Source: an optimization exercise on an open RTL-to-GDS flow (aim: small area). Production flows keep margins and buffers that such runs may drop. Function was not checked in any run shown here: the RTL went through the layout flow alone. No activity file was given, so power comes from the tool's default toggle rates.

==> flow/design.v, too long to show whole: its modules and the start of the top module <==
// module MBF: 1519 lines
// module MBF_fa: 3 lines
// module MBF_ha: 3 lines
// module MBF_hn: 4 lines
// module MBF_maj3: 3 lines
// module MBF_and2: 3 lines
// module MBF_or2: 3 lines
// module MBF_xor2: 3 lines
// module MBF_nand2: 3 lines
// module MBF_nor2: 3 lines
module MBF(CLK, RESET, IN_VALID, IN_DATA, X_DATA, Y_DATA, OUT_VALID);
  // ...
==> flow/flow/run.sh <==
#!/bin/bash
# The standard layout, with the port buffers that global placement inserts made from the
# smallest buffer cell, resizer changes from timing-driven placement not kept, and clock
# tree synthesis without dummy loads. The make output goes to
# flow_make.log; ORFS keeps each step's own log under orfs/logs/.
set -euo pipefail
export BUFFER_PORTS_ARGS="-buffer_cell sky130_fd_sc_hd__buf_1"
export GPL_KEEP_OVERFLOW=0
export CTS_ARGS="-sink_clustering_enable -repair_clock_nets -dont_use_dummy_load -buf_list sky130_fd_sc_hd__clkbuf_8 -sink_clustering_size 16 -sink_clustering_max_diameter 40"
bash standard.sh finish > flow_make.log 2>&1
==> flow/standard.sh <==
#!/bin/bash
# synth_recipe.tcl (not shown) runs the flow's synth.tcl, then flattens the netlist and writes it again
# the make line also repeats each setting of config.mk as NAME=value (left out here)
make -C /OpenROAD-flow-scripts/flow DESIGN_CONFIG=/design/flow/config.mk WORK_HOME=/design/flow/orfs CLKGATE_MAP_FILE= SYNTH_SCRIPT=/design/flow/synth_recipe.tcl "${@:-finish}"
==> flow/config.mk <==
export PLATFORM = sky130hd
export DESIGN_NAME = MBF
export DESIGN_NICKNAME = MBF
export VERILOG_FILES = /design/flow/design.v
export SDC_FILE = /design/flow/constraint.sdc
export NUM_CORES = 4
export LEC_CHECK = 0
export CAP_MARGIN = 20
export CORE_MARGIN = 2
export CORE_UTILIZATION = 50
export CTS_BUF_LIST = sky130_fd_sc_hd__clkbuf_8
export CTS_CLUSTER_DIAMETER = 50
export CTS_CLUSTER_SIZE = 20
export SLEW_MARGIN = 20
export SYNTH_HIERARCHICAL = 1
==> flow/constraint.sdc <==
create_clock -name core_clock -period 7.0 [get_ports {CLK}]
set_input_delay 1.4000 -clock core_clock [delete_from_list [all_inputs] [get_ports {CLK}]]
set_output_delay 1.4000 -clock core_clock [all_outputs]
set_load 0.01 [all_outputs]
==> flow_metrics.tcl, run 1 <==
set metrics [dict create \
    antenna_found_initial 0 \
    crit_buf_inv 2 \
    outcome "no timing/DRC/antenna violations" \
    syn_area_per_cell_um2 13.6 \
    nClkBuffers 40 \
    yosys.area_share.simple_pct 6.45 \
    cts_hold_buf 0 \
    htree_levels 2 \
    r2r_cells 18 \
    crit_family "adder cells" \
    p_clk_share_pct 23.4 \
    synth-adder-area-share_pct 57.9 \
    yosys.area.top_type "fa_1" \
    slew_headroom_pct 54.6 \
    synthesis.instances 1130 \
    syn-cell-area_um2 15300 \
    finalHoldViolCount 0 \
    wl_per_cell_um 21.7 \
    multi_input_area_share_pct 60.6 \
    p_seq_mw 1.45 \
    tap_cells 396 \
    clk_share_pct 3.33 \
    synth-xor-area-share_pct 0.629 \
    signal_buffers 48 \
    place_ws_ns -0.183 \
    dieWidth_um 179 \
    seq_share_pct 27.7 \
    final-seq-area_um2 4580 \
    drv_slew 0 \
    routed-wl-met3_mm 1.91 \
]
==> inputs of run 2 (changes only) <==
--- a/flow/flow/run.sh
+++ b/flow/flow/run.sh
@@ -8,3 +8,3 @@
 export GPL_KEEP_OVERFLOW=0
-export CTS_ARGS="-sink_clustering_enable -repair_clock_nets -dont_use_dummy_load -buf_list sky130_fd_sc_hd__clkbuf_8 -sink_clustering_size 16 -sink_clustering_max_diameter 40"
+export CTS_ARGS="-sink_clustering_enable -repair_clock_nets -dont_use_dummy_load -buf_list sky130_fd_sc_hd__clkbuf_8 -sink_clustering_size 24 -sink_clustering_max_diameter 50"
 bash standard.sh finish > flow_make.log 2>&1
==> flow_metrics.tcl, run 2 <==
set metrics [dict create \
    outcome "no timing/DRC/antenna violations" \
    numCtsBuffers 28 \
    synthesis.instances 1130 \
    yosysSeqAreaShare_pct 29.8 \
    r2r_start "r9[0]" \
    max_stage_delay_ns 0.62 \
    slew_headroom_pct 52.4 \
    ys_types 16 \
    final.setup.tns_ns 0 \
    clk_pin_slew_ns 0.09 \
    setup_viol 0 \
    start_util_pct 50.5 \
    async_flop_share_pct 0 \
    syn2layout_area_growth_pct 6.96 \
    nFillCells 2549 \
    place_inst 1545 \
    grtUsageMet3_pct 4.20 \
    num_antenna_cells 0 \
    peakVddDrop_mv 0.141 \
    leakage_nw 6.94 \
    die_h_um 179 \
    crit_buf_inv 3 \
    skew_ns 0.0723 \
    layout_commonest_cell "fa_1" \
    criticalPathCategory "flip-flop to flip-flop" \
    p_total_mw 3.99 \
    powerDensity_nw_per_um2 244 \
    finalHoldViolCount 0 \
    crit_chain "ha_1, fa_1, fa_1, fa_2, fa_2, buf_4, fa_1, fa_2, fa_1, fa_1, fa_1, fa_1, ha_1, fa_1, ha_1, inv_1, nor2_1, inv_1, xor2_1, nand2_1" \
    rsz0062_at_grt "false" \
    final-seq-area_um2 4590 \
    grt_pass1_vias 9077 \
    drive_above_1_share_pct 8.04 \
    crit_family "adder cells" \
    dieWidth_um 179 \
    port-buffer-count 40 \
    syn_area_per_cell_um2 13.6 \
    synth_top_area_share_pct 56.1 \
    synth_most_common_cell "fa_1" \
    gr-usage-met1_pct 35.4 \
    hp-class "flip-flop to flip-flop" \
    final_cells 1578 \
    root_buffer "clkbuf_8" \
    netlist_top_cells_area "fa_1, dfxtp_1, inv_1, nand2_1, nor2_1" \
    wl_per_cell_um 21.7 \
    fin_crit_ns 6.79 \
    cts_hold_buf 0 \
    fmax_mhz 147 \
    wirelength_mm 34.2 \
    clockBufferDepth 3 \
    dieArea_um2 32000 \
    rows 64 \
    tightest_slew_ns 0.711 \
    coreArea_um2 30300 \
    min_from "r0[12]" \
    grt_busiest_layer "met2" \
    use_met2_pct 36.8 \
    synthFlopType "dfxtp_1" \
    overflow 0 \
    cp.arrival_ns 7.26 \
    yosys.area.top_type "fa_1" \
    drv_slew 0 \
    antenna_found_initial 0 \
    cts_tree "done" \
    pin_count 43 \
    grt_max_degree 74 \
    syn-cell-area_um2 15300 \
    drcViolationCount 0 \
    grt_pass1_wl_mm 54.3 \
    crit_path_end_kind "flip-flop" \
    critPathMaxFanout 4 \
    worst-endpoint-required_ns 7.46 \
    vias_per_cell 4.89 \
    clock_latency_ns 0.60 \
    final_cell_mix "fa_1, dfxtp_1, inv_1" \
    cp-start-kind "flip-flop" \
    crit_slowest_cell "fa_2" \
    nets 1642 \
    drtAntennaViolNets 0 \
    firstDrtPassIters 4 \
    yosys_register_bits 228 \
    synth-warning-count 7 \
    multiInputGateArea_um2 10000 \
    max_cap_violations 0 \
    cpMostUsedCell "fa_1" \
    post-route-period-util_pct 97.1 \
    crit_start "r9[0]" \
    grt_use_total_pct 23.9 \
    drtIter0Drc 473 \
    htree_levels 1 \
    vias 7721 \
    synth_edf_count 0 \
    dp.final_hpwl_mm 29.3 \
    gp_congestion 0.917 \
    cts.sinks 228 \
    yosys-top-cells-count "fa_1, dfxtp_1, inv_1" \
]
-- run 2: cell count changes in the layout (fill, tap and decap cells not counted) --
cell,previous run,this run
fa_1,404,402
fa_2,25,27
dfxtp_2,9,14
dfxtp_1,217,212
buf_4,4,5
clkbuf_8,40,28
-- run 2: stage by stage --
stage	setup WS [ns]	hold slack (ns)	util (%)	instance area [um2]
CTS	0.0273	0.372	53.6	16300
global placement	-3.45	0.357	52.0	15800
global route	0.000136	0.383	54.0	16400
floorplan	0.0769	0.352	-	15300
finish	0.206	0.362	54.0	16400
detailed placement	-0.183	0.357	52.3	15900
-- run 2: timing repair --
item                       in CTS  in global routing
gates resized for setup         8                 37
setup endpoints to repair       1                  6
pin swaps                       1                  7
setup buffers                   0                  5
-- run 2: Yosys stat by module, one instance, submodules excluded, excerpt --
module | flip-flops and latches | cells inside | copies in the design | cell area (um2)
MBF_fa | 0 | 1 | 429 | 20.0
MBF_ha | 0 | 1 | 13 | 12.5
MBF_maj3 | 0 | 1 | 10 | 11.3
MBF_nand2 | 0 | 1 | 134 | 3.75
MBF_nor2 | 0 | 1 | 107 | 3.75
MBF_or2 | 0 | 1 | 3 | 6.26
-- run 2: path summary, 6_finish.rpt --
check	cells after the start	slack (ns)	endpoint
setup / recovery	20	0.21	q458
hold / removal	1	0.36	r1[12]
setup reg to reg	20	0.21	q458
hold reg to reg	1	0.36	r1[12]
-- run 2: kinds of logic (layout without fill, tap and decap cells) --
| group | count (synthesis) | in the layout | share of synthesized area (%) |
|---|---|---|---|
| xor+xnor | 11 | 11 | 0.629 |
| other cells | 1 | 2 | 0.0245 |
| buf+inv | 187 | 238 | 5.22 |
| fa+ha+maj | 452 | 452 | 57.9 |
| flops | 228 | 228 | 29.8 |
| simple gates | 251 | 251 | 6.45 |
-- run 2: layer usage --
layer / part of all wire (%) / vias to the layer above
met5: 0 / -
met4: 2.8 / 0
met3: 5.7 / 63
met2: 46 / 177
met1: 46 / 4134
li1: - / 3347
-- run 2: power breakdown --
part           internal, mW  switching (mW)
Sequential             1.40          0.0509
Combinational         0.812           0.938
Clock                 0.351           0.441
Total                  2.56            1.43
-- run 2: cell type report --
| cell class | instances | share of cell area (%) |
|---|---|---|
| Multi-Input combinational cell | 716 | 61.2 |
| Timing Repair Buffer | 49 | 1.69 |
| Sequential cell | 228 | 28.0 |
| Inverter | 161 | 3.72 |
| Clock buffer | 28 | 2.35 |
| Tap cell | 396 | 3.02 |

-- re-timing with driven ports --
The results above use ideal ports. As a check the final layouts listed here were re-extracted and re-timed, cells and wires unchanged.
Step 1 assumes that a clkbuf_16 drives the clock port and a buf_2 every other input.
Step 2 moves the port delays by t, midway between the first and last clock arrival at a register: inputs arrive t later, outputs are due t later. That takes back most of the time a late clock gives input paths.
Slacks: ideal / step 1 / step 2; pairs: ideal / step 1.
run | t (ns) | setup WS [ns] | worst setup path after step 2 | slew at the worst register clock pin (ns) | worst data-port slew with drivers (ns)
run 1 | 0.601 | 0.205 / 0.205 / 0.205 | register to register | 0.09 / 0.09 | 0.03
run 2 | 0.607 | 0.206 / 0.206 / 0.206 | register to register | 0.11 / 0.11 | 0.03
After both steps every run listed still meets setup and hold.
